This is an optimization exercise on Yosys and OpenROAD, whose aim is small area, a short achievable clock period and few clock cycles per item, not a production implementation. RTL that was checked went through simulation tests only; none was proved equivalent to the original. Only the layout flow was run in run 1; the RTL was not checked for function there.

==> flow/design.v, too long to show whole: its modules and the start of the top module <==
// module fpu_s: 196 lines
// module fma_spec: 36 lines
// module fma_pre: 39 lines
// module fma_align: 33 lines
// module lzc32: 24 lines
// module fp_round2: 27 lines
// module fma_add: 72 lines
// module fpu_misc: 54 lines
// module fpu_cvt: 82 lines
// module f2i_post: 15 lines
// module srt_step: 25 lines
// module mul24: 1597 lines
module fpu_s (
  input         clk,
  input         rst_n,
  input         req_valid,
  input  [6:0]  req_opcode,
  input  [6:0]  req_f7,
  input  [2:0]  req_rm,
  input  [4:0]  req_rs2,
  input  [31:0] req_v1,
  input  [31:0] req_v2,
  input  [31:0] req_v3,
  output        resp_valid,
  output [31:0] resp_value,
  output [4:0]  resp_fflags
);
  // ...
==> flow/flow/run.sh <==
#!/bin/bash
# Layout flow: the standard synthesis unchanged, then the standard ORFS
# steps (floorplan to finish) with timing repair aimed at a setup margin of
# 7 ns. The clock period and all constraints stay the design's.
# Each step's full output goes to a log file in this folder.
set -euo pipefail
bash standard.sh synth > synth.log 2>&1
bash standard.sh SETUP_SLACK_MARGIN=7 finish > layout.log 2>&1
==> flow/standard.sh <==
#!/bin/bash
# synth_recipe.tcl (not shown) runs the flow's synth.tcl, then flattens the netlist and writes it again
# the make line also repeats each setting of config.mk as NAME=value (left out here)
make -C /OpenROAD-flow-scripts/flow DESIGN_CONFIG=/design/flow/config.mk WORK_HOME=/design/flow/orfs CLKGATE_MAP_FILE= SYNTH_SCRIPT=/design/flow/synth_recipe.tcl "${@:-finish}"
==> flow/config.mk <==
export PLATFORM = sky130hd
export DESIGN_NAME = fpu_s
export DESIGN_NICKNAME = fpu_s
export VERILOG_FILES = /design/flow/design.v
export SDC_FILE = /design/flow/constraint.sdc
export NUM_CORES = 8
export LEC_CHECK = 0
export ABC_AREA = 1
export CAP_MARGIN = 20
export CORE_MARGIN = 2
export CORE_UTILIZATION = 40
export SLEW_MARGIN = 20
==> flow/constraint.sdc <==
create_clock -name core_clock -period 20.0 [get_ports {clk}]
set_input_delay 4.0000 -clock core_clock [delete_from_list [all_inputs] [get_ports {clk}]]
set_output_delay 4.0000 -clock core_clock [all_outputs]
set_load 0.01 [all_outputs]
==> impl_metrics.ini, run 1 <==
[cells_and_area]
antenna_cells = 6
inverters = 2099
final-nonclk-buf-share_pct = 6.25
n_sequential_cell = 250
dominant_cells = multi-input gates
multi_input_area_share_pct = 71.8

[clocking]
clk_latency_ns = 0.69

[synth]
synth_top_family_by_area = simple AND/OR/NAND/NOR gates
syn_inst = 11787
ys_ff_latch = 250

[route]
top_layer_used = met5
vias_per_cell = 5.88

[place]
hpwl_um = 294000
place.gp.congestion = 1.08

[global_route]
busiest_layer = met2
grtUsageTotal_pct = 41.2
grt_pass1_wl_um = 542000
grt.overflow.total = 0

[sta]
tightest_slew_ns = 1.39
setup_tns_ns = 0
setup_ws_ns = 7.10

[die]
die_h_um = 423
start_util_pct = 40.3

[critical_path]
cp_common_cell = nand2_1
r2r-start = ds_ws[25]$_DFF_P_
path_max_fanout = 36

[outcome]
status = timing/DRC/antenna clean
==> module fpu_s, before the edit <==
module fpu_s (
  input         clk,
  input         rst_n,
  input         req_valid,
  input  [6:0]  req_opcode,
  input  [6:0]  req_f7,
  input  [2:0]  req_rm,
  input  [4:0]  req_rs2,
  input  [31:0] req_v1,
  input  [31:0] req_v2,
  input  [31:0] req_v3,
  output        resp_valid,
  output [31:0] resp_value,
  output [4:0]  resp_fflags
);
  localparam K = 4;                  
  localparam NC = 6;                 
  localparam N = K * NC + 1;         
  localparam F = N + 1;              
  localparam WD = F + 3;
  wire [31:0] a = req_v1, b = req_v2, c = req_v3;
  wire op53 = req_opcode == 7'h53;
  wire is_fmadd = ~op53;
  wire d_add  = op53 & (req_f7 == 7'h00);
  wire d_sub  = op53 & (req_f7 == 7'h04);
  wire d_mul  = op53 & (req_f7 == 7'h08);
  wire d_div  = op53 & (req_f7 == 7'h0c);
  wire d_sqrt = op53 & (req_f7 == 7'h2c);
  wire d_i2f  = op53 & (req_f7 == 7'h68);
  wire d_f2i  = op53 & (req_f7 == 7'h60);
  wire d_addsub = d_add | d_sub;
  wire d_fma  = d_addsub | d_mul | is_fmadd | d_i2f;
  wire d_ds   = d_div | d_sqrt;
  wire d_misc = ~d_fma & ~d_ds;
  wire start = req_valid & rst_n;
  reg [2:0] brm;
  always @* case (req_rm) 3'd0: brm = 0; 3'd1: brm = 4; 3'd2: brm = 3; 3'd3: brm = 2; 3'd4: brm = 1; default: brm = 0; endcase
  reg        pend;           
  reg        slowm;          
  reg        v_misc;         
  reg [31:0] misc_res; reg [4:0] misc_fl;
  reg [27:0] f_x, f_y; reg f_abgt, f_eeq, f_sub;
  reg [7:0]  f_xe; reg [2:0] f_abfl; reg f_sgn, f_sgnc, f_acc, f_neg, f_spec, f_ssgn, f_snv;
  reg [1:0]  f_skind; reg [2:0] f_rm; reg [9:0] f_exp;
  reg        busy; reg [2:0] cnt; reg f_dmode;
  reg [WD-1:0] ds_ws, ds_wc; reg [N:0] ds_q, ds_qm, ds_m; reg ds_sq; reg ds_s;
  wire [23:0] ds_d = misc_res[23:0];    
  wire [9:0]  ds_e = f_exp;             
  wire [31:0] oa = d_addsub ? {b[31] ^ d_sub, b[30:0]} : a;
  wire [31:0] ob = d_addsub ? 32'h3f800000 : b;
  wire acc = ~d_mul & ~d_i2f;
  wire [31:0] oc = d_addsub ? a : ~acc ? 32'd0 : {c[31] ^ req_opcode[2] ^ req_opcode[3], c[30:0]};
  wire neg = is_fmadd & req_opcode[3];
  wire [9:0] m_exp; wire m_sgn, m_spec, m_ssgn, m_snv, m_subab, m_zab; wire [1:0] m_skind;
  fma_spec u_spec (.a(oa), .b(ob), .c(oc), .acc(acc), .exp_ab(m_exp), .sgn_ab(m_sgn),
                   .spec(m_spec), .spec_kind(m_skind), .spec_sgn(m_ssgn), .spec_nv(m_snv),
                   .sub_ab(m_subab), .zero_ab(m_zab));
  wire [47:0] prod;
  mul24 u_prod (.a({a[30:23] != 0, a[22:0]}), .b({b[30:23] != 0, b[22:0]}), .p(prod));
  wire [31:0] cv_res, cv_norm; wire [4:0] cv_fl; wire [5:0] cv_lz; wire cv_neg, cv_rnd, cv_inc;
  fpu_cvt u_cvt (.a(a), .rm(req_rm), .uns(req_rs2[0]), .f2i(d_f2i), .i2f(d_i2f),
                 .f2i_res(cv_res), .f2i_fl(cv_fl), .f2i_rnd(cv_rnd), .f2i_inc(cv_inc),
                 .norm(cv_norm), .lz(cv_lz), .i2f_neg(cv_neg));
  wire [47:0] sp = {f_x, f_y[27:8]};
  wire signed [9:0] sx = f_exp;
  wire s_ovf46 = sx > 10'sd127;
  wire s_tiny = sx < -10'sd151;
  wire s_l = ~sp[47] & ~sp[46] & (sp != 0) & (sx > -10'sd126) & ~s_ovf46;
  wire s_r = (sp != 0) & ~s_tiny & (sp[47] ? (sx < -10'sd127) : (sx < -10'sd126));
  wire replay = slowm & ~s_l & ~s_r;
  wire [47:0] p_src = replay ? {f_x, f_y[27:8]} : d_i2f ? {1'b0, cv_norm, 15'd0}
                    : d_addsub ? {1'b0, b[30:23] != 0, b[22:0], 23'd0} : prod;
  wire [7:0]  xa_r = oa[30:23] | {7'd0, oa[30:23] == 0};
  wire [7:0]  xb_r = ob[30:23] | {7'd0, ob[30:23] == 0};
  wire [7:0]  xa_src = replay ? f_exp[7:0] + 8'd127 : xa_r;
  wire [7:0]  xb_src = replay ? 8'd127 : xb_r;
  wire [9:0]  e_src = replay ? f_exp : m_exp;
  wire [31:0] c_src = replay ? misc_res : oc;
  wire        a_src = replay ? f_acc : acc;
  wire [47:0] pr_dec; wire pr_ovf47, pr_ovf46, pr_tiny, pr_gt126, pr_r47, pr_r46;
  fma_pre u_pre (.xa(xa_src), .xb(xb_src), .ec(c_src[30:23]), .acc(a_src), .dec(pr_dec), .ovf47(pr_ovf47), .ovf46(pr_ovf46),
                 .tiny(pr_tiny), .gt126(pr_gt126), .r47(pr_r47), .r46(pr_r46));
  wire [27:0] al_x, al_y; wire al_abgt, al_eeq; wire [7:0] al_xe; wire [2:0] al_abfl;
  wire sub_src = replay ? (f_sgnc ^ f_sgn) : (oc[31] ^ m_sgn);
  wire i2f_now = start & d_i2f;
  fma_align u_align (.prod(p_src), .dec(pr_dec), .ovf47(pr_ovf47 & ~i2f_now), .ovf46(pr_ovf46 & ~i2f_now), .tiny(pr_tiny & ~i2f_now), .c(c_src),
                     .x(al_x), .y(al_y), .sub(sub_src), .ab_gt(al_abgt), .e_eq(al_eeq),
                     .xe(al_xe), .abfl(al_abfl));
  wire fma_go = (start & d_fma) | replay;
  wire go_slow = start & (d_mul | is_fmadd) & ~m_spec & ~m_zab & ~pr_tiny & (m_subab | pr_r46);
  wire [31:0] pf_res; wire [4:0] pf_fl;
  f2i_post u_post (.ip(cv_res), .inc(cv_inc), .s(a[31]), .uns(req_rs2[0]), .fl(cv_fl), .res(pf_res), .flags(pf_fl));
  wire [31:0] f2i_res = cv_rnd ? pf_res : cv_res;
  wire [4:0]  f2i_fl  = cv_rnd ? pf_fl : cv_fl;
  reg [2:0] msel;
  always @* begin
    case (req_f7)
      7'h10: msel = 3'd0;
      7'h14: msel = 3'd1;
      7'h50: msel = 3'd2;
      default: msel = 3'd4;
    endcase
  end
  wire [31:0] mi_res; wire [4:0] mi_fl;
  fpu_misc u_misc (.sel(msel), .rm(req_rm), .a(a), .b(b), .res(mi_res), .flags(mi_fl));
  wire [7:0] ea = a[30:23], eb = b[30:23];
  wire [23:0] sq_sig = (ea == 0) ? cv_norm[31:8] : {1'b1, a[22:0]};
  wire [9:0]  sq_e   = (ea == 0) ? -10'd127 - {4'd0, cv_lz} : {2'd0, ea} - 10'd127;
  wire        sq_odd = sq_e[0];
  wire [9:0]  sq_eh  = {sq_e[9], sq_e[9:1]};     
  wire        dv_lt  = a[22:0] < b[22:0];        
  wire [WD-1:0] ds_w0 = d_sqrt ? (({{(WD-24){1'b0}}, sq_sig} << (F - 26 + (sq_odd ? 1 : 0))) - ({{(WD-1){1'b0}}, 1'b1} << (F - 1)))
                               : ({{(WD-24){1'b0}}, 1'b1, a[22:0]} << (F - 25 + (dv_lt ? 1 : 0)));
  wire [WD-1:0] dd = {{(WD-24){1'b0}}, ds_d} << (F - 24);
  wire [WD-1:0] sws [0:K]; wire [WD-1:0] swc [0:K]; wire [N:0] qq [0:K]; wire [N:0] qm [0:K]; wire [N:0] mm [0:K];
  assign sws[0] = ds_ws; assign swc[0] = ds_wc; assign qq[0] = ds_q; assign qm[0] = ds_qm; assign mm[0] = ds_m;
  genvar g;
  generate for (g = 0; g < K; g = g + 1) begin : st
    srt_step #(.F(F), .N(N)) u (.sq(ds_sq), .ws(sws[g]), .wc(swc[g]), .q(qq[g]), .qm(qm[g]), .m(mm[g]), .d(dd),
                                .ws_n(sws[g+1]), .wc_n(swc[g+1]), .q_n(qq[g+1]), .qm_n(qm[g+1]), .m_n(mm[g+1]));
  end endgenerate
  wire ds_last = busy & (cnt == NC - 1);
  wire [WD-1:0] lws = sws[1], lwc = swc[1];      
  wire [N:0] lq = qq[1], lqm = qm[1];
  wire [WD-1:0] fw = lws + lwc;
  wire [WD-1:0] tend = ds_sq ? (({{(WD-N-1){1'b0}}, lqm} << (F - N)) | ({{(WD-1){1'b0}}, 1'b1} << (F - N - 1))) : dd;
  wire [WD-1:0] t3s = lws ^ lwc ^ tend;
  wire [WD-1:0] t3c = {((lws & lwc) | (lws & tend) | (lwc & tend)), 1'b0};
  wire [WD-1:0] o2 = {(lws[WD-2:0] | lwc[WD-2:0]), 1'b0};
  wire [WD-1:0] o3 = {(t3s[WD-2:0] | t3c[WD-2:0]), 1'b0};
  wire fw_z  = (lws ^ lwc) == o2;
  wire fw2_z = (t3s ^ t3c) == o3;
  wire fneg = fw[WD-1];
  wire [N:0] fq = fneg ? lqm : lq;
  wire ds_sticky = fneg ? ~fw2_z : ~fw_z;
  wire [47:0] pd = {1'b0, fq[N-1:0], ds_sticky, {(47-N-1){1'b0}}};
  always @(posedge clk) begin
    if (!rst_n) begin
      pend <= 1'b0; v_misc <= 1'b0; busy <= 1'b0; slowm <= 1'b0;
    end else begin
      v_misc <= start & d_misc;
      pend   <= (fma_go & ~go_slow) | ds_last;
      slowm  <= go_slow | (slowm & (s_l | s_r));
      if (start & d_ds) busy <= 1'b1;
      else if (ds_last) busy <= 1'b0;
    end
    misc_fl <= d_f2i ? f2i_fl : mi_fl;
    f_sub <= sub_src; f_abgt <= al_abgt; f_eeq <= al_eeq;
    f_xe <= (start & d_i2f) ? 8'd158 - {2'd0, cv_lz} : al_xe;
    if (slowm & s_l) {f_x, f_y} <= {sp[46:0], 1'b0, f_y[7:0]};
    else if (slowm & s_r) {f_x, f_y} <= {1'b0, sp[47:2], sp[1] | sp[0], f_y[7:0]};
    else if (go_slow) {f_x, f_y} <= {p_src, 8'd0};
    else begin f_x <= al_x; f_y <= al_y; end
    if (slowm & s_l) f_exp <= f_exp - 10'd1;
    else if (slowm & s_r) f_exp <= f_exp + 10'd1;
    else if (go_slow) f_exp <= e_src;
    if (start & ~d_fma) misc_res <= d_f2i ? f2i_res : mi_res;
    if (start & d_fma) begin
      f_sgn  <= d_i2f ? cv_neg : m_sgn;
      f_spec <= ~d_i2f & m_spec;
      f_skind <= m_skind; f_ssgn <= m_ssgn; f_snv <= m_snv;
      f_sgnc <= oc[31]; f_acc <= acc; f_neg <= neg; f_rm <= brm;
      misc_res <= oc;
    end
    if (fma_go & ~go_slow) f_abfl <= al_abfl;
    ds_ws <= start ? ds_w0 : sws[K];
    ds_wc <= start ? {WD{1'b0}} : swc[K];
    ds_q  <= start ? (d_sqrt ? {1'b1, {N{1'b0}}} : {(N+1){1'b0}}) : qq[K];
    ds_qm <= start ? {(N+1){1'b0}} : qm[K];
    ds_m  <= start ? {2'b01, {(N-1){1'b0}}} : mm[K];
    if (start) begin
      cnt <= 3'd0;
      ds_sq <= d_sqrt;
      if (d_ds) begin
        misc_res <= {8'd0, 1'b1, b[22:0]};
        f_exp <= d_sqrt ? sq_eh : {2'd0, ea} - {2'd0, eb} - {9'd0, dv_lt};
      end
      ds_s <= d_sqrt ? 1'b0 : a[31] ^ b[31];
      f_dmode <= d_ds;
      if (d_ds) begin
        f_rm <= brm; f_abfl <= 3'd0; f_acc <= 1'b0; f_neg <= 1'b0; f_spec <= 1'b0;
      end
    end else if (busy) begin
      cnt <= cnt + 3'd1;
    end
  end
  wire [31:0] f_res; wire [4:0] f_fl;
  fma_add u_add (.x(f_x), .y(f_y), .sub(f_sub), .ab_gt(f_abgt), .e_eq(f_eeq),
                 .xe(f_xe), .abfl(f_abfl), .sgn_ab(f_sgn), .sgn_c(f_sgnc), .acc(f_acc), .rmode(f_rm),
                 .negres(f_neg), .spec(f_spec), .spec_kind(f_skind), .spec_sgn(f_ssgn), .spec_nv(f_snv),
                 .dmode(f_dmode), .d_e(ds_e[7:0] + 8'd127), .d_s(pd[45:23]), .d_g({pd[22], |pd[21:0]}), .d_sgn(ds_s),
                 .res(f_res), .flags(f_fl));
  assign resp_valid  = v_misc | pend;
  assign resp_value  = v_misc ? misc_res : f_res;
  assign resp_fflags = v_misc ? misc_fl : f_fl;
endmodule
==> run 2: changes to the inputs <==
--- a/flow/design.v
+++ b/flow/design.v
@@ -39,11 +39,13 @@
   reg        slowm;          
   reg        v_misc;         
   reg [31:0] misc_res; reg [4:0] misc_fl;
-  reg [27:0] f_x, f_y; reg f_abgt, f_eeq, f_sub;
+  reg [WD-1:0] r_x, r_y;
+  wire [27:0] f_x = r_x[27:0], f_y = r_y[27:0];
+  reg f_abgt, f_eeq, f_sub;
   reg [7:0]  f_xe; reg [2:0] f_abfl; reg f_sgn, f_sgnc, f_acc, f_neg, f_spec, f_ssgn, f_snv;
   reg [1:0]  f_skind; reg [2:0] f_rm; reg [9:0] f_exp;
   reg        busy; reg [2:0] cnt; reg f_dmode;
-  reg [WD-1:0] ds_ws, ds_wc; reg [N:0] ds_q, ds_qm, ds_m; reg ds_sq; reg ds_s;
+  wire [WD-1:0] ds_ws = r_x, ds_wc = r_y; reg [N:0] ds_q, ds_qm; wire [N:0] ds_m; reg ds_sq; reg ds_s;
   wire [23:0] ds_d = misc_res[23:0];    
   wire [9:0]  ds_e = f_exp;             
   wire [31:0] oa = d_addsub ? {b[31] ^ d_sub, b[30:0]} : a;
@@ -115,6 +117,10 @@
   wire [WD-1:0] sws [0:K]; wire [WD-1:0] swc [0:K]; wire [N:0] qq [0:K]; wire [N:0] qm [0:K]; wire [N:0] mm [0:K];
   assign sws[0] = ds_ws; assign swc[0] = ds_wc; assign qq[0] = ds_q; assign qm[0] = ds_qm; assign mm[0] = ds_m;
   genvar g;
+  generate for (g = 0; g <= N; g = g + 1) begin : mw
+    if (g < N && (N - 1 - g) % K == 0) assign ds_m[g] = cnt == (N - 1 - g) / K;
+    else assign ds_m[g] = 1'b0;
+  end endgenerate
   generate for (g = 0; g < K; g = g + 1) begin : st
     srt_step #(.F(F), .N(N)) u (.sq(ds_sq), .ws(sws[g]), .wc(swc[g]), .q(qq[g]), .qm(qm[g]), .m(mm[g]), .d(dd),
                                 .ws_n(sws[g+1]), .wc_n(swc[g+1]), .q_n(qq[g+1]), .qm_n(qm[g+1]), .m_n(mm[g+1]));
@@ -147,10 +153,12 @@
     misc_fl <= d_f2i ? f2i_fl : mi_fl;
     f_sub <= sub_src; f_abgt <= al_abgt; f_eeq <= al_eeq;
     f_xe <= (start & d_i2f) ? 8'd158 - {2'd0, cv_lz} : al_xe;
-    if (slowm & s_l) {f_x, f_y} <= {sp[46:0], 1'b0, f_y[7:0]};
-    else if (slowm & s_r) {f_x, f_y} <= {1'b0, sp[47:2], sp[1] | sp[0], f_y[7:0]};
-    else if (go_slow) {f_x, f_y} <= {p_src, 8'd0};
-    else begin f_x <= al_x; f_y <= al_y; end
+    if (start & d_ds) begin r_x <= ds_w0; r_y <= {WD{1'b0}}; end
+    else if (busy) begin r_x <= sws[K]; r_y <= swc[K]; end
+    else if (slowm & s_l) begin r_x <= {1'b0, sp[46:19]}; r_y <= {1'b0, sp[18:0], 1'b0, f_y[7:0]}; end
+    else if (slowm & s_r) begin r_x <= {2'b00, sp[47:21]}; r_y <= {1'b0, sp[20:2], sp[1] | sp[0], f_y[7:0]}; end
+    else if (go_slow) begin r_x <= {1'b0, p_src[47:20]}; r_y <= {1'b0, p_src[19:0], 8'd0}; end
+    else begin r_x <= {1'b0, al_x}; r_y <= {1'b0, al_y}; end
     if (slowm & s_l) f_exp <= f_exp - 10'd1;
     else if (slowm & s_r) f_exp <= f_exp + 10'd1;
     else if (go_slow) f_exp <= e_src;
@@ -163,11 +171,8 @@
       misc_res <= oc;
     end
     if (fma_go & ~go_slow) f_abfl <= al_abfl;
-    ds_ws <= start ? ds_w0 : sws[K];
-    ds_wc <= start ? {WD{1'b0}} : swc[K];
     ds_q  <= start ? (d_sqrt ? {1'b1, {N{1'b0}}} : {(N+1){1'b0}}) : qq[K];
     ds_qm <= start ? {(N+1){1'b0}} : qm[K];
-    ds_m  <= start ? {2'b01, {(N-1){1'b0}}} : mm[K];
     if (start) begin
       cnt <= 3'd0;
       ds_sq <= d_sqrt;
==> run 2 against run 1 <==
  * Non-clock buffer count grew 48
  * Register-to-register slack lost 0.07 ns
  * Clock skew shrank 0.011 ns
  * Via count grew 1.0%
  * Critical path type is now in -> reg
  * Critical endpoint is now r_y[21]$_SDFF_PP0_
  * Critical path depth grew 23
==> impl_metrics.ini, run 2 <==
[synth]
synth_cell_types = 86
syn-num-nets = 12722
yosysMostFrequentCell = nand2_1
yosysTopAreaCell = fa_1
synthFlopType = dfxtp_1
avgSynthCellArea_um2 = 5.95
yosys.area.top_type_share_pct = 18.2
yosysWarnings = 6
ys_seq_area_share_pct = 5.58
ys_async_sr_fraction_pct = 0
syn_inst = 11624
ys_ff_latch = 188
syn_area_mm2 = 0.0691
synthTopCellsByCount = 3,053 x nand2_1, 1,965 x inv_1, 1,037 x o21ai_0, 838 x nand3_1, 758 x nor2_1
ys_top_cells_by_area = fa_1 18%, nand2_1 17%, inv_1 11%, o21ai_0 7.5%, ha_1 6.3%
synth-edff-count = 9

[die]
core_area_mm2 = 0.172
die_h_um = 420
start_util_pct = 40.3
dieWidth_um = 420
dieArea_mm2 = 0.176
io_pins = 159
core.rowCount = 152

[cells_and_area]
layout_common_cells = 2,982 x nand2_1, 1,937 x inv_1, 964 x o21ai_0
largest_reg_flops = 32
fillCellCount = 18677
layout-drive-gt1-share_pct = 9.26
top_register = misc_res
syn2layout_area_growth_pct = 12.1
finalNonFillerCells = 13956
final_common_cell = nand2_1
largest_registers = misc_res x32, r_x x28, r_y x28
nNetsFinal = 12708

[critical_path]
cp_common_cell = nand2_1
crit_slowest_cell = clkdlybuf4s50_1
path_class = in -> reg
cp.arrival_ns = 13.43
end_kind = flip-flop
startpoint_type = primary input
worstPathRequired_ns = 20.41
path_max_fanout = 32
max_stage_delay_ns = 0.41

[place]
place_ws_ns = 3.99
hpwl_um = 310000
port_buffers = 153
place.gp.congestion = 1.09
dpl.cell_count = 13705

[global_route]
grt_pass1_wl_um = 567000
antenna_found_initial = 35
grt_max_degree = 72
grt.overflow.total = 0
grt_pass1_vias = 79054
grtUsageTotal_pct = 44.7

[sta]
setup_viol = 0
tightest_slew_ns = 1.34
whs_ns = 0.478
skew_ns = 0.0366
finalHoldViolCount = 0
rsz0062_at_grt = yes
max_freq_ghz = 0.0768
fin_crit_sh_pct = 65.1
setup_tns_ns = 0
drv_slew = 0
post-route-min-period_ns = 13.02
setup_ws_ns = 6.98
relSlewSlack_pct = 10.4

[route]
ant_nets = 0
drtPass1Iterations = 8
wl_per_cell_um = 29.2
drtIter0Drc = 10337
vias_per_cell = 6.00
dr_total_vias = 83745
wirelength_um = 408000
drc = 0

[clocking]
clk_pin_slew_worst_paths_ns = 0.09
root_buffer = clkbuf_16
clk_latency_ns = 0.57
cts_sinks = 188
cts_buffers = 17
cts.path.max_buffers = 2
cts_tree = done
htreeDepth = 4
holdBufCountCts = 0

[min_path]
hold_path_class = reg -> reg

[outcome]
status = timing/DRC/antenna clean

[job]
drv_cap = 0
run 2: layer usage:
metal / GRT usage (%) / vias up / wire length (µm)
li1: - / 37263 / -
met1: 52.2 / 40066 / 149000
met2: 69.7 / 4975 / 178000
met3: 8.67 / 1425 / 37300
met4: 39.4 / 16 / 44300
met5: 0 / - / 107
run 2: worst paths after layout:
path                     startpoint                  to  slack, ns  cells after the start
setup / recovery          req_f7[1]  r_y[21]$_SDFF_PP0_       6.98                     54
hold reg to reg   f_abfl[1]$_DFF_P_   f_abfl[1]$_DFF_P_       0.48                      2
hold / removal    f_abfl[1]$_DFF_P_   f_abfl[1]$_DFF_P_       0.48                      2
setup reg to reg    r_x[26]$_DFF_P_     r_x[17]$_DFF_P_       7.46                     59
run 2: what timing repair did:
item	4_1_cts	5_1_grt
gates resized for setup	287	352
cloned	11	15
pin swaps	37	106
buffers inserted	70	100
setup endpoints to repair	182	114
run 2: cells by family (layout without fill, tap and decap cells):
kind of cell / Yosys count / in the layout / share of synthesized area, %
buffers and inverters: 2641 / 2634 / 15.0
adder cells (fa/ha/maj): 977 / 977 / 24.5
flip-flops: 188 / 188 / 5.58
other: 1 / 24 / 0.00543
XOR/XNOR: 259 / 259 / 3.28
AO/OA/AOI/OAI: 2404 / 2404 / 19.8
multiplexers: 14 / 14 / 0.206
AND/OR/NAND/NOR: 5140 / 5146 / 31.5
run 2: cell type report:
| cell class | instances | area, µm² | area share [%] |
|---|---|---|---|
| clock buffer | 18 | 439 | 0.567 |
| antenna | 23 | 57.6 | 0.0743 |
| timing repair buffer | 561 | 5450 | 7.03 |
| multi-input combinational | 8801 | 56800 | 73.3 |
| inverter | 2038 | 7790 | 10.1 |
| tap | 2310 | 2890 | 3.73 |
| clock inverter | 14 | 168 | 0.216 |
| timing repair inverter | 3 | 23.8 | 0.0307 |
| sequential | 188 | 3870 | 5.00 |
run 2: critical path, delay by kind of cell:
kind | cells | cell delay [ns]
and+or+nand+nor | 23 | 3.67
AOI/OAI and AO/OA | 13 | 1.84
adders and majority gates | 3 | 0.76
buffers and inverters | 13 | 2.62
xor gates and xnor gates | 2 | 0.41
run 2: stage by stage:
stage	area, µm²	utilization (%)
finish	77500	45.2
global route	77500	45.2
CTS	75000	43.7
detailed placement	72600	42.3
global placement	72600	42.3
floorplan	69100	-
Testbench counts of run 2, summed over its fixed seeds: cycles 3,250, ops 2,400.
==> run 3: changes to the inputs <==
--- a/flow/config.mk
+++ b/flow/config.mk
@@ -8,5 +8,5 @@
 export ABC_AREA = 1
 export CAP_MARGIN = 20
 export CORE_MARGIN = 2
-export CORE_UTILIZATION = 40
+export CORE_UTILIZATION = 60
 export SLEW_MARGIN = 20
==> run 3 against run 2 <==
  * Critical path depth down 16
  * First-iteration DRC count rose by 46%
  * Critical endpoint is now r_y[14]$_SDFF_PP0_
  * Sequential cell count stayed put
  * Setup slack lost 0.55 ns
  * Largest cell class unchanged
  * Now fails the layout checks on capacitance limit, slew limit
==> impl_metrics.ini, run 3 <==
[outcome]
status = finished with violations
violations = capacitance limit, slew limit

[route]
drtPass1Iterations = 22
wirelength_um = 360000
vias_per_cell = 6.72
drc = 0
dr_total_vias = 87832
drtIter0Drc = 15140
ant_nets = 0
wl_per_cell_um = 27.5

[cells_and_area]
layout_common_cells = 2,996 x nand2_1, 1,940 x inv_1, 965 x o21ai_0
syn2layout_area_growth_pct = 8.79
largest_registers = misc_res x32, r_x x28, r_y x28
layout-drive-gt1-share_pct = 8.00
multi_input_area_mm2 = 0.0565
top_register = misc_res
nNetsFinal = 12606
largest_reg_flops = 32
final_common_cell = nand2_1
seq_area_mm2 = 0.00388
fillCellCount = 10285

[min_path]
hp-start = f_neg$_DFF_P_
hold_end = f_neg$_DFF_P_
hold_path_class = reg -> reg
holdPathStages = 2

[critical_path]
r2r-start = r_x[27]$_DFF_P_
cp_top_family = simple AND/OR/NAND/NOR gates
worstPathRequired_ns = 20.39
path_class = in -> reg
startpoint_type = primary input
path_max_fanout = 22
end_kind = flip-flop
timing.rr.end = r_x[12]$_DFF_P_
cp_common_cell = nor2_1
reg2reg_depth = 60
rrSetupSlack_ns = 7.29
max_stage_delay_ns = 1.32
worst-path-buf-inv = 6
crit_slowest_cell = nor2_1
cp.arrival_ns = 13.97

[clocking]
clk_latency_ns = 0.54
cts_buffers = 17
root_buffer = clkbuf_16
holdBufCountCts = 0
clk_pin_slew_worst_paths_ns = 0.08
cts_sinks = 188
cts.path.max_buffers = 2
htreeDepth = 4
cts_tree = done

[die]
io_pins = 159
start_util_pct = 60.4
core_area_mm2 = 0.114
core.rowCount = 124
dieArea_mm2 = 0.118
dieWidth_um = 343
die_h_um = 343

[sta]
post-route-min-period_ns = 13.58
fin_crit_sh_pct = 67.9
setup_tns_ns = 0
drv_slew = 8
finalHoldViolCount = 0
setup_viol = 0
skew_ns = 0.0244
relSlewSlack_pct = -5.53
max_freq_ghz = 0.0737
rsz0062_at_grt = yes
tightest_slew_ns = 1.58

[synth]
avgSynthCellArea_um2 = 5.95
ys_ff_latch = 188
synth_cell_types = 86
synthTopCellsByCount = 3,053 x nand2_1, 1,965 x inv_1, 1,037 x o21ai_0, 838 x nand3_1, 758 x nor2_1
ys_async_sr_fraction_pct = 0
syn_inst = 11624
yosysWarnings = 6
synth-edff-count = 9
synthFlopType = dfxtp_1
yosys.area.top_type_share_pct = 18.2
ys_top_cells_by_area = fa_1 18%, nand2_1 17%, inv_1 11%, o21ai_0 7.5%, ha_1 6.3%
ys_seq_area_share_pct = 5.58
yosysTopAreaCell = fa_1
syn_area_mm2 = 0.0691
yosysMostFrequentCell = nand2_1
syn-num-nets = 12722

[global_route]
grt.overflow.total = 0
grt_pass1_wl_um = 515000
grt_pass1_vias = 81572
grt_max_degree = 93
grtUsageTotal_pct = 58.8
antenna_found_initial = 44

[place]
hpwl_um = 264000
place.gp.congestion = 1.19
port_buffers = 153

[job]
drv_cap = 1
## run 3: cell count changes in the layout (fill, tap and decap cells not counted), sizes merged, moves of 2 or more
cell / previous run / this run
diode: 23 / 40
dlymetal6s2s: 10 / 8
clkdlybuf4s50: 126 / 136
nand2: 3098 / 3096
clkbuf: 31 / 26
clkinvlp: 20 / 17
bufinv: 0 / 3
nand3: 861 / 859
buf: 406 / 305
## run 3: cells by family (layout without fill, tap and decap cells)
kind of cell / after synthesis / in the layout / synth area share [%]
simple gates: 5140 / 5141 / 31.5
flops: 188 / 188 / 5.58
other cells: 1 / 41 / 0.00543
fa+ha+maj: 977 / 977 / 24.5
compound gates: 2404 / 2405 / 19.8
mux: 14 / 14 / 0.206
xor+xnor: 259 / 259 / 3.28
buf+inv: 2641 / 2535 / 15.0
## run 3: tightest hold or removal path, stage by stage (launching register included)
cell and delay (ns):
dfxtp_1 0.32, inv_1 0.08, a21oi_1 0.06
## run 3: layer usage
metal | up-vias | part of all wire, % | track usage (%)
met4 | 38 | 13 | 55.9
met1 | 39427 | 31 | 65.7
li1 | 37085 | - | -
met2 | 8402 | 39 | 82.1
met5 | - | 0.15 | 2.76
met3 | 2880 | 17 | 26.8
## run 3: area by class of cell
class | instances | area share [%]
diodes | 40 | 0.133
clock buffers | 19 | 0.576
clock inverters | 12 | 0.216
inverters | 2038 | 10.3
multi-input cells | 8797 | 75.1
flip-flops and latches | 188 | 5.16
well taps | 1512 | 2.52
repair buffers | 461 | 5.86
repair inverters | 5 | 0.0449
## run 3: through the flow
stage / setup WS (ns) / hold WS (ns) / util, % / std cells / area [µm²]
floorplan: 7.81 / 0.444 / - / 11624 / 69100
detailed placement: 4.11 / 0.496 / 62.3 / 12869 / 71300
finish: 6.42 / 0.508 / 65.8 / 13072 / 75200
CTS: 6.95 / 0.507 / 64.1 / 12963 / 73300
global route: 6.62 / 0.549 / 65.7 / 13036 / 75100
global placement: 4.39 / 0.487 / 62.3 / 12869 / 71300
## run 3: how the worst max path moves through the flow
stage,startpoint,endpoint,slack (ns),depth (start not counted)
2_1_floorplan,req_v1[23],r_y[15]$_SDFF_PP0_,7.81,47
3_3_place_gp,req_opcode[3],r_y[15]$_SDFF_PP0_,4.39,55
3_5_place_dp,req_opcode[3],r_y[15]$_SDFF_PP0_,4.11,55
4_1_cts,r_y[26]$_SDFF_PP0_,resp_value[22],6.95,43
5_1_grt,req_f7[6],r_y[17]$_SDFF_PP0_,6.62,49
6_report,req_v1[28],r_y[14]$_SDFF_PP0_,6.42,38
## run 3: timing repair
action / in CTS / in global routing
setup buffers: 52 / 62
pin swaps: 29 / 79
cloned: 11 / 7
setup endpoints to repair: 158 / 117
gates resized for setup: 216 / 339
==> run 4: changes to the inputs <==
--- a/flow/config.mk
+++ b/flow/config.mk
@@ -8,5 +8,5 @@
 export ABC_AREA = 1
 export CAP_MARGIN = 20
 export CORE_MARGIN = 2
-export CORE_UTILIZATION = 60
+export CORE_UTILIZATION = 55
 export SLEW_MARGIN = 20
==> run 4 against run 3 <==
  * Via count down 0.49%
  * Cell count up 1.1%
  * Critical path depth up 8
  * Design area up 0.25%
  * The run now finishes clean
  * Global-route usage down 3.1 points
  * Clock skew down 0.0045 ns
  * Wire length up 3.7%
  * Utilization down 5.5 points
  * Synthesized cell count unchanged
  * Maximum frequency up 2.9%
  * Critical path type unchanged
==> impl_metrics.ini, run 4 <==
[sta]
tightest_slew_ns = 1.26
max_freq_ghz = 0.0758
post-route-min-period_ns = 13.20
setup_tns_ns = 0
fin_crit_sh_pct = 66.0
relSlewSlack_pct = 15.5
drv_slew = 0
setup_viol = 0
skew_ns = 0.0200
finalHoldViolCount = 0
rsz0062_at_grt = yes

[die]
start_util_pct = 55.2
die_h_um = 358
io_pins = 159
core.rowCount = 130
dieArea_mm2 = 0.129
dieWidth_um = 358
core_area_mm2 = 0.125

[clocking]
cts.path.max_buffers = 2
cts_tree = done
clk_pin_slew_worst_paths_ns = 0.09
root_buffer = clkbuf_16
cts_buffers = 17
cts_sinks = 188
htreeDepth = 4
holdBufCountCts = 0
clk_latency_ns = 0.54

[critical_path]
worstPathRequired_ns = 20.38
end_kind = flip-flop
cp.arrival_ns = 13.58
max_stage_delay_ns = 0.56
cp_common_cell = inv_1
path_max_fanout = 40
path_class = in -> reg
crit_slowest_cell = fa_1
startpoint_type = primary input

[job]
drv_cap = 0

[synth]
avgSynthCellArea_um2 = 5.95
synth_cell_types = 86
yosysTopAreaCell = fa_1
yosysMostFrequentCell = nand2_1
ys_seq_area_share_pct = 5.58
yosysWarnings = 6
ys_async_sr_fraction_pct = 0
syn_inst = 11624
synth-edff-count = 9
synthFlopType = dfxtp_1
syn_area_mm2 = 0.0691
synthTopCellsByCount = 3,053 x nand2_1, 1,965 x inv_1, 1,037 x o21ai_0, 838 x nand3_1, 758 x nor2_1
ys_ff_latch = 188
yosys.area.top_type_share_pct = 18.2
syn-num-nets = 12722
ys_top_cells_by_area = fa_1 18%, nand2_1 17%, inv_1 11%, o21ai_0 7.5%, ha_1 6.3%

[global_route]
grtUsageTotal_pct = 55.7
grt_max_degree = 85
grt_pass1_vias = 80999
grt.overflow.total = 0
antenna_found_initial = 38
grt_pass1_wl_um = 526000

[route]
top_layer_used = met5
vias_per_cell = 6.61
dr_total_vias = 87402
drc = 0
drtPass1Iterations = 12
wirelength_um = 373000
drtIter0Drc = 15415
wl_met3_um = 57600
met1_length_um = 122000
ant_nets = 0
routed-wl-met2_um = 147000
wl_per_cell_um = 28.2

[cells_and_area]
final_common_cell = nand2_1
layout_common_cells = 2,992 x nand2_1, 1,943 x inv_1, 965 x o21ai_0
top_register = misc_res
nNetsFinal = 12628
largest_registers = misc_res x32, r_x x28, r_y x28
syn2layout_area_growth_pct = 9.07
layout-drive-gt1-share_pct = 8.02
largest_reg_flops = 32

[outcome]
status = timing/DRC/antenna clean

[place]
place.gp.congestion = 1.14
hpwl_um = 276000
port_buffers = 153

[min_path]
hold_path_class = reg -> reg
-- run 4: cell counts after synthesis --
Identical to the previous run, type by type.
-- run 4: timing repair --
action / CTS / global route
gates cloned: 14 / 7
setup buffers: 62 / 73
pin swaps: 34 / 78
endpoints found under the setup margin: 144 / 115
gates resized for setup: 244 / 284
-- run 4: layout make-up --
class | instances | area (µm²)
inverter | 2038 | 7760
timing repair inverter | 2 | 12.5
clock buffer | 20 | 468
timing repair buffer | 479 | 4530
sequential | 188 | 3880
fill | 11842 | 49700
tap | 1650 | 2060
multi-input combinational | 8804 | 56500
antenna | 29 | 72.6
clock inverter | 12 | 100
-- run 4: logic make-up (layout without fill, tap and decap cells) --
group	Yosys count	in the layout	share of synthesized area [%]
AND/OR/NAND/NOR	5140	5149	31.5
buffers and inverters	2641	2551	15.0
AO/OA/AOI/OAI	2404	2404	19.8
adder cells (fa/ha/maj)	977	977	24.5
XOR/XNOR	259	259	3.28
flip-flops	188	188	5.58
multiplexers	14	14	0.206
other	1	30	0.00543
-- run 4: metal layers --
layer / up-vias / track usage (%)
li1: 37112 / -
met1: 39923 / 63.6
met2: 7739 / 79.5
met3: 2608 / 21.2
met4: 20 / 52.9
met5: - / 0.148
-- run 4: worst max-delay path: cells and delay by family --
kind	cells	cell delay, ns
compound gates	12	2.55
xor+xnor	2	0.64
fa+ha+maj	3	1.13
buf+inv	14	2.61
simple gates	15	2.56
-- run 4: final timing paths --
path	start	end	slack [ns]	cells past startpoint
hold reg to reg	f_acc$_DFF_P_	f_acc$_DFF_P_	0.53	2
setup / recovery	req_f7[1]	r_y[25]$_SDFF_PP0_	6.80	46
setup reg to reg	r_y[26]$_SDFF_PP0_	r_x[19]$_DFF_P_	7.33	59
hold / removal	f_acc$_DFF_P_	f_acc$_DFF_P_	0.53	2
-- run 4: metrics by stage --
stage,setup slack (ns),utilization (%),area (µm²),instances,hold slack (ns)
2_1_floorplan,7.81,-,69100,11624,0.444
3_3_place_gp,3.90,57.1,71400,13005,0.490
3_5_place_dp,3.72,57.1,71400,13005,0.501
4_1_cts,7.00,58.8,73600,13113,0.514
5_1_grt,6.62,60.2,75300,13203,0.548
6_report,6.80,60.3,75400,13222,0.526
==> run 5: changes to the inputs <==
--- a/flow/config.mk
+++ b/flow/config.mk
@@ -8,5 +8,5 @@
 export ABC_AREA = 1
 export CAP_MARGIN = 20
 export CORE_MARGIN = 2
-export CORE_UTILIZATION = 55
+export CORE_UTILIZATION = 48
 export SLEW_MARGIN = 20
==> run 5 against run 4 <==
  * Still clean on timing, DRC and antenna
  * Setup slack better by 0.16 ns
  * Via count shrank 2.7%
  * First-iteration DRC count decreased by 17%
  * Area after synthesis unchanged
==> impl_metrics.ini, run 5 <==
[min_path]
holdPathStages = 2
hold_path_class = reg -> reg
hp-start = f_acc$_DFF_P_
hold_end = f_acc$_DFF_P_

[synth]
avgSynthCellArea_um2 = 5.95
ys_top_cells_by_area = fa_1 18%, nand2_1 17%, inv_1 11%, o21ai_0 7.5%, ha_1 6.3%
syn_inst = 11624
ys_async_sr_fraction_pct = 0
synthTopCellsByCount = 3,053 x nand2_1, 1,965 x inv_1, 1,037 x o21ai_0, 838 x nand3_1, 758 x nor2_1
yosysWarnings = 6
ys_seq_area_share_pct = 5.58
yosys.area.top_type_share_pct = 18.2
syn-num-nets = 12722
synth_cell_types = 86
yosysTopAreaCell = fa_1
synth-edff-count = 9
syn_area_mm2 = 0.0691
synthFlopType = dfxtp_1
ys_ff_latch = 188
yosysMostFrequentCell = nand2_1

[sta]
relSlewSlack_pct = 5.30
skew_ns = 0.0310
setup_viol = 0
drv_slew = 0
finalHoldViolCount = 0
post-route-min-period_ns = 13.03
rsz0062_at_grt = yes
setup_tns_ns = 0
fin_crit_sh_pct = 65.2
max_freq_ghz = 0.0767
tightest_slew_ns = 1.41

[route]
drtPass1Iterations = 10
wirelength_um = 382000
ant_nets = 0
drc = 0
drtIter0Drc = 12860
dr_total_vias = 85047
wl_per_cell_um = 28.3
vias_per_cell = 6.31

[cells_and_area]
layout_common_cells = 2,980 x nand2_1, 1,943 x inv_1, 952 x o21ai_0
largest_reg_flops = 32
largest_registers = misc_res x32, r_x x28, r_y x28
final_common_cell = nand2_1
finalNonFillerCells = 13484
layout-drive-gt1-share_pct = 8.57
nNetsFinal = 12650
syn2layout_area_growth_pct = 10.5
top_register = misc_res

[die]
io_pins = 159
dieWidth_um = 383
die_h_um = 383
dieArea_mm2 = 0.147
core_area_mm2 = 0.143
start_util_pct = 48.2
core.rowCount = 139

[place]
hpwl_um = 286000
place.gp.congestion = 1.09
port_buffers = 153
dpl.cell_count = 13275

[critical_path]
worst-path-buf-inv = 12
path_max_fanout = 41
cp.arrival_ns = 9.03
r2r-start = r_y[25]$_SDFF_PP0_
worstPathRequired_ns = 16.00
path_class = reg -> out
reg2reg_depth = 63
max_stage_delay_ns = 0.60
startpoint_type = flip-flop
cp_top_family = buffers and inverters
cp_common_cell = nand2_1
crit_slowest_cell = clkdlybuf4s50_1
rrSetupSlack_ns = 7.43
timing.rr.end = r_x[12]$_DFF_P_
end_kind = primary output

[clocking]
htreeDepth = 4
root_buffer = clkbuf_16
cts_buffers = 17
cts_tree = done
clk_pin_slew_worst_paths_ns = 0.10
cts.path.max_buffers = 2
clk_latency_ns = 0.55
cts_sinks = 188
holdBufCountCts = 0

[global_route]
grt.overflow.total = 0
antenna_found_initial = 28
grtUsageTotal_pct = 49.9
grt_pass1_vias = 79478
grt_pass1_wl_um = 538000
grt_max_degree = 85

[job]
drv_cap = 0

[outcome]
status = timing/DRC/antenna clean
## run 5: cell count changes in the layout (fill, tap and decap cells not counted), moves of 9 or more
| cell | change |
|---|---|
| o21ai_0 | -13 |
| o21ai_4 | +9 |
| inv_12 | +11 |
| o21ai_2 | +13 |
| o21ai_1 | -9 |
| diode_2 | -13 |
| nand2_1 | -12 |
| clkbuf_16 | +10 |
## run 5: logic make-up after synthesis
family                   after synthesis  share of synthesized area [%]
AO/OA/AOI/OAI                       2404                           19.8
XOR/XNOR                             259                           3.28
adder cells (fa/ha/maj)              977                           24.5
buffers and inverters               2641                           15.0
flip-flops                           188                           5.58
multiplexers                          14                          0.206
other                                  1                        0.00543
AND/OR/NAND/NOR                     5140                           31.5
## run 5: worst max-delay path by stage
stage                          end          startpoint  slack [ns]  depth (start not counted)
6_report            resp_fflags[2]  r_y[25]$_SDFF_PP0_        6.97                         41
5_1_grt         r_y[21]$_SDFF_PP0_       req_opcode[2]        6.81                         59
4_1_cts        r_y[0]$_SDFFE_PP0P_       req_opcode[2]        7.00                         59
3_5_place_dp    r_y[15]$_SDFF_PP0_       req_opcode[3]        3.94                         56
3_3_place_gp    r_y[15]$_SDFF_PP0_          req_v1[24]        4.02                         48
2_1_floorplan   r_y[15]$_SDFF_PP0_          req_v1[23]        7.81                         47
## run 5: metal layers
metal  vias up  GRT usage, %  routed length, µm
met5         -         0.390                199
li1      37129             -                  -
met2      6419          74.2             157000
met1     39694          59.5             133000
met4        20          41.5              41600
met3      1785          14.1              50100
## run 5: area by class of cell
cell class | instances | area, µm²
inverter | 2038 | 7790
timing repair inverter | 4 | 27.5
timing repair buffer | 499 | 4890
clock buffer | 17 | 425
clock inverter | 15 | 223
multi-input combinational | 8804 | 56700
tap | 1903 | 2380
fill | 14840 | 67000
sequential | 188 | 3870
antenna | 16 | 40.0
## run 5: what timing repair did
item,in CTS,in global routing
endpoints found under the setup margin,178,118
setup buffers,55,73
gates cloned,12,21
resized for setup,269,333
pin swaps,33,89
## run 5: per-stage QoR
| step | setup slack [ns] | hold slack [ns] | utilization, % | cell area (µm²) |
|---|---|---|---|---|
| after floorplan | 7.81 | 0.444 | - | 69100 |
| after global placement | 4.02 | 0.479 | 50.1 | 71900 |
| after detailed placement | 3.94 | 0.484 | 50.1 | 71900 |
| after CTS | 7.00 | 0.499 | 51.7 | 74100 |
| after global routing | 6.81 | 0.523 | 53.2 | 76300 |
| final | 6.97 | 0.500 | 53.3 | 76300 |
## run 5: worst min-delay path: stages, from the launching register on
cell	delay [ns]
dfxtp_1	0.31
inv_1	0.08
a211oi_1	0.07
==> run 6: changes to the inputs <==
--- a/flow/config.mk
+++ b/flow/config.mk
@@ -8,5 +8,6 @@
 export ABC_AREA = 1
 export CAP_MARGIN = 20
 export CORE_MARGIN = 2
-export CORE_UTILIZATION = 48
+export CORE_UTILIZATION = 45
+export PLACE_DENSITY = 0.7
 export SLEW_MARGIN = 20
==> run 6 against run 5 <==
  * First-iteration DRC count down 4.6%
  * Global-route usage down 1.5 points
  * Critical path type is now in -> reg
  * Critical path depth up 8
  * Clock-buffer cell count up 1
  * Setup slack better by 0.068 ns
==> impl_metrics.ini, run 6 <==
[outcome]
status = timing/DRC/antenna clean

[min_path]
hold_path_class = reg -> reg
hold_end = f_abfl[1]$_DFF_P_
holdPathStages = 2
hp-start = f_abfl[1]$_DFF_P_

[synth]
synth-edff-count = 9
synthTopCellsByCount = 3,053 x nand2_1, 1,965 x inv_1, 1,037 x o21ai_0, 838 x nand3_1, 758 x nor2_1
synthFlopType = dfxtp_1
syn_inst = 11624
ys_seq_area_share_pct = 5.58
synth_cell_types = 86
ys_ff_latch = 188
ys_top_cells_by_area = fa_1 18%, nand2_1 17%, inv_1 11%, o21ai_0 7.5%, ha_1 6.3%
ys_async_sr_fraction_pct = 0
yosysWarnings = 6
syn_area_mm2 = 0.0691
syn-num-nets = 12722
avgSynthCellArea_um2 = 5.95
yosysMostFrequentCell = nand2_1
yosys.area.top_type_share_pct = 18.2
yosysTopAreaCell = fa_1

[die]
core_area_mm2 = 0.152
die_h_um = 396
start_util_pct = 45.4
dieWidth_um = 396
core.rowCount = 143
io_pins = 159
dieArea_mm2 = 0.157

[clocking]
cts_sinks = 188
root_buffer = clkbuf_16
cts.path.max_buffers = 2
clk_latency_ns = 0.58
htreeDepth = 4
cts_tree = done
clk_pin_slew_worst_paths_ns = 0.08
cts_buffers = 17

[critical_path]
cp_common_cell = nand2_2
worst-path-buf-inv = 10
path_class = in -> reg
max_stage_delay_ns = 0.94
startpoint_type = primary input
rrSetupSlack_ns = 7.45
timing.rr.end = r_x[8]$_DFF_P_
cp.arrival_ns = 13.45
crit_slowest_cell = clkdlybuf4s50_1
reg2reg_depth = 55
path_max_fanout = 10
cp_top_family = simple AND/OR/NAND/NOR gates
end_kind = flip-flop
r2r-start = r_x[26]$_DFF_P_
worstPathRequired_ns = 20.49

[global_route]
grt_pass1_vias = 79484
grt_pass1_wl_um = 553000
antenna_found_initial = 27
grt_max_degree = 75
grt.overflow.total = 0
grtUsageTotal_pct = 48.4

[cells_and_area]
fillCellCount = 15842
largest_registers = misc_res x32, r_x x28, r_y x28
largest_reg_flops = 32
nNetsFinal = 12744
top_register = misc_res
final_common_cell = nand2_1
multi_input_area_mm2 = 0.0571
layout-drive-gt1-share_pct = 10.1
layout_common_cells = 2,971 x nand2_1, 1,937 x inv_1, 954 x o21ai_0
syn2layout_area_growth_pct = 12.5
seq_area_mm2 = 0.00391
finalNonFillerCells = 13714

[route]
drtIter0Drc = 12268
routed-wl-met2_um = 163000
wirelength_um = 396000
ant_nets = 0
drtPass1Iterations = 10
drc = 0
dr_total_vias = 85724
vias_per_cell = 6.25
wl_met3_um = 50200
met1_length_um = 142000
wl_per_cell_um = 28.9
top_layer_used = met5

[sta]
skew_ns = 0.0300
setup_viol = 0
relSlewSlack_pct = 13.4
rsz0062_at_grt = yes
post-route-min-period_ns = 12.96
setup_tns_ns = 0
max_freq_ghz = 0.0771
finalHoldViolCount = 0
tightest_slew_ns = 1.29
fin_crit_sh_pct = 64.8
drv_slew = 0

[job]
drv_cap = 0

[place]
hpwl_um = 300000
dpl.cell_count = 13427
place.gp.congestion = 1.10
port_buffers = 153
-- run 6: cell counts after synthesis --
Identical to the previous run, type by type.
-- run 6: worst register-to-register path: cells and delay by family (launching register included) --
kind	cells	cell delay [ns]
adder cells (fa/ha/maj)	8	3.53
buffers and inverters	16	2.74
AO/OA/AOI/OAI	12	2.55
AND/OR/NAND/NOR	15	2.33
XOR/XNOR	3	0.52
flip-flops	1	0.40
multiplexers	1	0.35
-- run 6: worst max path at each step --
stage / startpoint / to / slack [ns] / cells after the start
3_5_place_dp: req_opcode[3] / r_y[22]$_SDFF_PP0_ / 3.88 / 55
4_1_cts: req_v1[23] / r_y[18]$_SDFF_PP0_ / 7.00 / 49
3_3_place_gp: req_opcode[3] / r_y[22]$_SDFF_PP0_ / 3.97 / 55
2_1_floorplan: req_v1[23] / r_y[15]$_SDFF_PP0_ / 7.81 / 47
6_report: req_v1[28] / r_y[0]$_SDFFE_PP0P_ / 7.04 / 49
5_1_grt: req_opcode[2] / r_y[0]$_SDFFE_PP0P_ / 6.75 / 62
-- run 6: cells by family (layout without fill, tap and decap cells) --
logic type	after synthesis	after routing	synth area share, %
simple gates	5140	5145	31.5
buf+inv	2641	2671	15.0
compound gates	2404	2404	19.8
fa+ha+maj	977	977	24.5
xor+xnor	259	259	3.28
flops	188	188	5.58
mux	14	14	0.206
other cells	1	26	0.00543
-- run 6: timing repair --
action                                  4_1_cts  5_1_grt
pin swaps                                    40      112
hold buffers                                  0        0
gates resized for setup                     314      422
endpoints found under the setup margin      153      115
cloned                                       10       15
setup buffers                                87      116
-- run 6: layout make-up --
cell class / instances / area share [%]
Clock buffer: 18 / 0.579
Sequential cell: 188 / 5.02
Timing Repair Buffer: 596 / 7.37
Clock inverter: 14 / 0.208
Tap cell: 2030 / 3.27
Timing Repair inverter: 5 / 0.0451
Multi-Input combinational cell: 8800 / 73.4
Antenna cell: 25 / 0.0805
Inverter: 2038 / 10.0
-- run 6: per-layer routing --
| layer | up-vias | global-route usage, % |
|---|---|---|
| met1 | 40244 | 58.5 |
| met5 | - | 0 |
| li1 | 37337 | - |
| met3 | 1751 | 14.3 |
| met2 | 6380 | 71.7 |
| met4 | 12 | 38.0 |
-- run 6: metrics by stage --
stage	utilization, %	instance area, µm²	setup WS [ns]	hold slack (ns)
after floorplan	-	69100	7.81	0.444
after global placement	47.4	72200	3.97	0.481
after detailed placement	47.4	72200	3.88	0.485
after CTS	49.2	74900	7.00	0.499
after global routing	51.0	77700	6.75	0.528
final	51.1	77800	7.04	0.510
==> run 7: changes to the inputs <==
--- a/flow/config.mk
+++ b/flow/config.mk
@@ -9,5 +9,4 @@
 export CAP_MARGIN = 20
 export CORE_MARGIN = 2
 export CORE_UTILIZATION = 45
-export PLACE_DENSITY = 0.7
 export SLEW_MARGIN = 20
==> run 7 against run 6 <==
  * Largest cell class unchanged
  * Synthesized cell count unchanged
  * Critical path type unchanged
  * Clock skew decreased by 0.0044 ns
  * Via count decreased by 2.7%
  * Sequential cell count unchanged
  * Setup slack improved by 0.050 ns
  * First-iteration DRC count decreased by 4.6%
  * Cell count decreased by 0.89%
  * Global-route usage decreased by 1.5 points
  * Die area unchanged
==> impl_metrics.ini, run 7 <==
[cells_and_area]
finalNonFillerCells = 13592
top_register = misc_res
final_common_cell = nand2_1
largest_registers = misc_res x32, r_x x28, r_y x28
layout_common_cells = 2,999 x nand2_1, 1,941 x inv_1, 951 x o21ai_0
largest_reg_flops = 32
layout-drive-gt1-share_pct = 8.22
fillCellCount = 16049
nNetsFinal = 12631
fin_util_pct = 49.9
syn2layout_area_growth_pct = 9.90

[synth]
yosysMostFrequentCell = nand2_1
avgSynthCellArea_um2 = 5.95
syn-num-nets = 12722
yosysWarnings = 6
yosysTopAreaCell = fa_1
synthFlopType = dfxtp_1
syn_area_mm2 = 0.0691
ys_seq_area_share_pct = 5.58
syn_inst = 11624
ys_ff_latch = 188
ys_async_sr_fraction_pct = 0
synth-edff-count = 9
ys_top_cells_by_area = fa_1 18%, nand2_1 17%, inv_1 11%, o21ai_0 7.5%, ha_1 6.3%
yosys.area.top_type_share_pct = 18.2
synthTopCellsByCount = 3,053 x nand2_1, 1,965 x inv_1, 1,037 x o21ai_0, 838 x nand3_1, 758 x nor2_1
synth_cell_types = 86

[global_route]
busiest_layer = met2
antenna_found_initial = 27
grtUsageTotal_pct = 46.9
grt_pass1_vias = 77958
use_met3_pct = 12.5
grt_pass1_wl_um = 538000
gr-usage-met2_pct = 70.4
grt.overflow.total = 0
grt_max_degree = 67
grtUsageMet1_pct = 56.9

[place]
place.gp.congestion = 1.10
hpwl_um = 288000
place_ws_ns = 3.84
dpl.cell_count = 13404
port_buffers = 153

[sta]
skew_ns = 0.0256
setup_viol = 0
post-route-min-period_ns = 12.91
drv_slew = 0
finalHoldViolCount = 0
setup_ws_ns = 7.09
tightest_slew_ns = 1.30
rsz0062_at_grt = yes
max_freq_ghz = 0.0774
relSlewSlack_pct = 12.7
fin_crit_sh_pct = 64.6
setup_tns_ns = 0

[route]
vias_per_cell = 6.13
wirelength_um = 381000
drtPass1Iterations = 12
drtIter0Drc = 11700
ant_nets = 0
wl_per_cell_um = 28.0
dr_total_vias = 83368
drc = 0

[clocking]
cts_sinks = 188
htreeDepth = 4
clk_pin_slew_worst_paths_ns = 0.09
cts_buffers = 17
holdBufCountCts = 0
clk_latency_ns = 0.53
cts_tree = done
cts.path.max_buffers = 2
root_buffer = clkbuf_16

[critical_path]
startpoint_type = primary input
crit_slowest_cell = nor2_1
path_class = in -> reg
cp.arrival_ns = 13.33
cp_common_cell = nand2_1
rrSetupSlack_ns = 7.51
reg2reg_depth = 57
max_stage_delay_ns = 1.14
path_max_fanout = 32
end_kind = flip-flop
worstPathRequired_ns = 20.41

[min_path]
holdPathStages = 2
hold_path_class = reg -> reg

[die]
die_h_um = 396
start_util_pct = 45.4
core_area_mm2 = 0.152
core.rowCount = 143
io_pins = 159
dieWidth_um = 396
dieArea_mm2 = 0.157

[outcome]
status = timing/DRC/antenna clean

[job]
drv_cap = 0
-- run 7: cell counts after synthesis --
Identical to the previous run, type by type.
-- run 7: final timing paths --
check                   from                    to
max                req_v1[1]  misc_res[14]$_DFF_P_
min            f_neg$_DFF_P_         f_neg$_DFF_P_
max reg2reg  r_x[27]$_DFF_P_       r_x[11]$_DFF_P_
min reg2reg    f_neg$_DFF_P_         f_neg$_DFF_P_
-- run 7: repair_timing --
action | CTS | global route
endpoints found under the setup margin | 177 | 119
pin swaps | 38 | 78
setup buffers | 54 | 65
gates resized for setup | 271 | 278
gates cloned | 9 | 12
-- run 7: layout make-up --
cell class	count	area [µm²]	share of cell area (%)
Antenna cell	17	42.5	0.0560
Clock buffer	20	468	0.616
Clock inverter	11	130	0.171
Inverter	2038	7820	10.3
Multi-Input combinational cell	8799	56400	74.3
Sequential cell	188	3880	5.11
Tap cell	2030	2540	3.34
Timing Repair Buffer	485	4610	6.08
Timing Repair inverter	4	30.0	0.0395
-- run 7: cells by family (layout without fill, tap and decap cells) --
| kind of cell | after synthesis | after routing | synth area share [%] |
|---|---|---|---|
| fa+ha+maj | 977 | 977 | 24.5 |
| buf+inv | 2641 | 2558 | 15.0 |
| simple gates | 5140 | 5144 | 31.5 |
| xor+xnor | 259 | 259 | 3.28 |
| flops | 188 | 188 | 5.58 |
| other cells | 1 | 18 | 0.00543 |
| mux | 14 | 14 | 0.206 |
| compound gates | 2404 | 2404 | 19.8 |
-- run 7: metal layers --
| layer | part of all wire (%) | wire [µm] |
|---|---|---|
| met4 | 10 | 38400 |
| met2 | 41 | 157000 |
| met5 | 0.076 | 288 |
| met1 | 36 | 138000 |
| met3 | 12 | 46700 |
-- run 7: stage by stage --
| step | hold WS (ns) | area, µm² |
|---|---|---|
| floorplan | 0.444 | 69100 |
| global placement | 0.493 | 72000 |
| detailed placement | 0.514 | 72000 |
| CTS | 0.527 | 74200 |
| global route | 0.554 | 75900 |
| finish | 0.532 | 75900 |
-- run 7: critical path: cells and delay by family --
kind,cells,cell delay [ns]
AND/OR/NAND/NOR,26,5.04
AO/OA/AOI/OAI,4,1.51
adder cells (fa/ha/maj),5,1.16
buffers and inverters,7,1.55
==> run 8: changes to the inputs <==
==> flow/flow/run.sh (replaced) <==
#!/bin/bash
# Layout flow: the standard synthesis unchanged, then the standard ORFS
# steps (floorplan to finish) with timing repair aimed at a setup margin of
# 7.5 ns. The clock period and all constraints stay the design's.
# Each step's full output goes to a log file in this folder.
set -euo pipefail
bash standard.sh synth > synth.log 2>&1
bash standard.sh SETUP_SLACK_MARGIN=7.5 finish > layout.log 2>&1
--- a/flow/config.mk
+++ b/flow/config.mk
@@ -8,5 +8,5 @@
 export ABC_AREA = 1
 export CAP_MARGIN = 20
 export CORE_MARGIN = 2
-export CORE_UTILIZATION = 45
+export CORE_UTILIZATION = 40
 export SLEW_MARGIN = 20
==> run 8 against run 7 <==
  * Still clean
  * Design area grew 5.0%
  * Clock skew grew 0.013 ns
  * Area after synthesis is the same
  * Utilization shrank 3.4 points
  * First-iteration DRC count shrank 14%
  * Via count grew 1.5%
  * Critical path depth is the same
  * Register-to-register slack gained 0.45 ns
  * Die area grew 12%
  * Synthesized cell count is the same
  * Hold slack lost 0.057 ns
  * Largest cell class unchanged
==> impl_metrics.ini, run 8 <==
[sta]
skew_ns = 0.0383
finalHoldViolCount = 0
setup_viol = 0
tightest_slew_ns = 1.25
max_freq_ghz = 0.0803
post-route-min-period_ns = 12.46
rsz0062_at_grt = yes
setup_tns_ns = 0
drv_slew = 0

[synth]
syn_inst = 11624
synthFlopType = dfxtp_1
synth-edff-count = 9
avgSynthCellArea_um2 = 5.95
ys_ff_latch = 188
ys_seq_area_share_pct = 5.58
synth_cell_types = 86
synthTopCellsByCount = 3,053 x nand2_1, 1,965 x inv_1, 1,037 x o21ai_0, 838 x nand3_1, 758 x nor2_1
yosysMostFrequentCell = nand2_1
yosys.area.top_type_share_pct = 18.2
yosysWarnings = 6

[critical_path]
max_stage_delay_ns = 0.53
path_class = in -> reg
worstPathRequired_ns = 20.43
cp_top_family = adder cells
path_max_fanout = 9
end_kind = flip-flop
startpoint_type = primary input
rrSetupSlack_ns = 7.96
cp.arrival_ns = 12.89

[min_path]
hold_path_class = reg -> reg
holdPathStages = 2

[cells_and_area]
largest_reg_flops = 32
layout_common_cells = 2,954 x nand2_1, 1,922 x inv_1, 932 x o21ai_0
layout-drive-gt1-share_pct = 11.7
nNetsFinal = 12792
final_common_cell = nand2_1
top_register = misc_res
largest_registers = misc_res x32, r_x x28, r_y x28

[global_route]
antenna_found_initial = 33
grt_max_degree = 72
grt.overflow.total = 0
grtUsageTotal_pct = 45.4
grt_pass1_wl_um = 576000

[clocking]
cts.path.max_buffers = 2
cts_tree = done
htreeDepth = 4
root_buffer = clkbuf_16
clk_pin_slew_worst_paths_ns = 0.09
cts_buffers = 17
clk_latency_ns = 0.58
cts_sinks = 188

[route]
drc = 0
ant_nets = 0
vias_per_cell = 6.02
dr_total_vias = 84610
drtPass1Iterations = 7
drtIter0Drc = 10030
wirelength_um = 416000

[die]
dieArea_mm2 = 0.176
die_h_um = 420
core.rowCount = 152
core_area_mm2 = 0.172

[place]
port_buffers = 153
hpwl_um = 310000

[outcome]
status = timing/DRC/antenna clean
==> run 8: cell counts after synthesis <==
No cell type changed its count.
==> run 8: final timing paths <==
| check | startpoint | to |
|---|---|---|
| max | req_v1[27] | r_y[0]$_SDFFE_PP0P_ |
| min | f_abfl[1]$_DFF_P_ | f_abfl[1]$_DFF_P_ |
| max reg2reg | r_y[26]$_SDFF_PP0_ | r_x[21]$_DFF_P_ |
| min reg2reg | f_abfl[1]$_DFF_P_ | f_abfl[1]$_DFF_P_ |
==> run 8: cells by family (layout without fill, tap and decap cells) <==
| family | Yosys count | in the layout | synth area share, % |
|---|---|---|---|
| other cells | 1 | 31 | 0.00543 |
| xor+xnor | 259 | 259 | 3.28 |
| compound gates | 2404 | 2404 | 19.8 |
| flops | 188 | 188 | 5.58 |
| mux | 14 | 14 | 0.206 |
| simple gates | 5140 | 5149 | 31.5 |
| fa+ha+maj | 977 | 977 | 24.5 |
| buf+inv | 2641 | 2715 | 15.0 |
==> run 8: worst register-to-register path, delay by kind of cell, from the launching register on <==
kind	cells	cell delay (ns)
xor gates and xnor gates	3	0.54
AOI/OAI and AO/OA	12	1.84
buffers and inverters	19	2.90
DFF	1	0.39
adders and majority gates	8	3.50
and+or+nand+nor	20	2.71
==> run 8: per-stage QoR <==
stage	instances	cell area (µm²)	setup slack [ns]	hold slack, ns	util, %
2_1_floorplan	11624	69100	7.81	0.444	-
6_report	14047	79800	7.54	0.475	46.5
5_1_grt	14029	79700	7.21	0.488	46.5
3_5_place_dp	13705	72600	3.99	0.462	42.3
3_3_place_gp	13705	72600	4.01	0.462	42.3
4_1_cts	13882	76700	7.35	0.476	44.7
==> run 8: routing by layer <==
layer,up-vias,wire [µm],share of wire [%],track usage (%)
li1,37485,-,-,-
met1,40434,150000,36,52.8
met2,5182,180000,43,70.4
met3,1491,39100,9.4,9.30
met4,18,46300,11,41.1
met5,-,126,0.030,0
==> run 8: area by class of cell <==
type                            instances  area, µm²
Sequential cell                       188       3910
Multi-Input combinational cell       8804      57800
Tap cell                             2310       2890
Fill cell                           18417      91800
Timing Repair inverter                  4       32.5
Antenna cell                           30       75.1
Timing Repair Buffer                  641       6630
Clock buffer                           18        439
Clock inverter                         14        168
Inverter                             2038       7850
==> run 8: what timing repair did <==
action | 4_1_cts | 5_1_grt
cloned | 24 | 17
hold buffers | 0 | 0
pin swaps | 111 | 156
resized for setup | 567 | 498
setup buffers | 121 | 116
endpoints found under the setup margin | 196 | 119

what the ideal ports hide:
The flow's constraints put no driver on any port. The routed layouts listed below were extracted and timed again, unchanged, in two steps.
Step 1: set_driving_cell puts a clkbuf_16 on clk and a buf_2 on each other input, an assumption about the parent block.
Step 2 adds t to the input delays and takes it off the output delays; t is the mean of the earliest and latest rising clock arrival at the registers after step 1. Input paths then give back, and output paths get back, about the clock's delay inside the block.
Three values: ideal ports, drivers, drivers and shift; two values: the first two.
run | t (ns) | setup WS [ns] | hold slack, ns | clock arrival spread, ns | slew at the worst register clock pin (ns)
run 1 | 0.747 | 7.102 / 7.020 / 6.565 | 0.499 / 0.499 / 0.499 | 0.053 / 0.052 | 0.08 / 0.08
run 2 | 0.633 | 6.978 / 7.007 / 6.396 | 0.478 / 0.478 / 0.478 | 0.038 / 0.037 | 0.11 / 0.11
run 3 | 0.595 | 6.423 / 6.233 / 5.638 | 0.508 / 0.508 / 0.508 | 0.026 / 0.026 | 0.10 / 0.10
run 4 | 0.612 | 6.804 / 6.860 / 6.248 | 0.526 / 0.526 / 0.526 | 0.022 / 0.022 | 0.09 / 0.09
run 5 | 0.615 | 6.968 / 6.892 / 6.459 | 0.500 / 0.500 / 0.500 | 0.031 / 0.031 | 0.11 / 0.11
run 6 | 0.641 | 7.035 / 7.007 / 6.367 | 0.510 / 0.510 / 0.510 | 0.031 / 0.031 | 0.11 / 0.11
run 7 | 0.597 | 7.085 / 7.091 / 6.543 | 0.532 / 0.532 / 0.532 | 0.028 / 0.028 | 0.10 / 0.10
run 8 | 0.642 | 7.541 / 7.497 / 6.859 | 0.475 / 0.475 / 0.475 | 0.042 / 0.042 | 0.11 / 0.11
The setup slack of run 3, which loses most, moves by -0.190 ns with the drivers and by -0.785 ns with both steps.
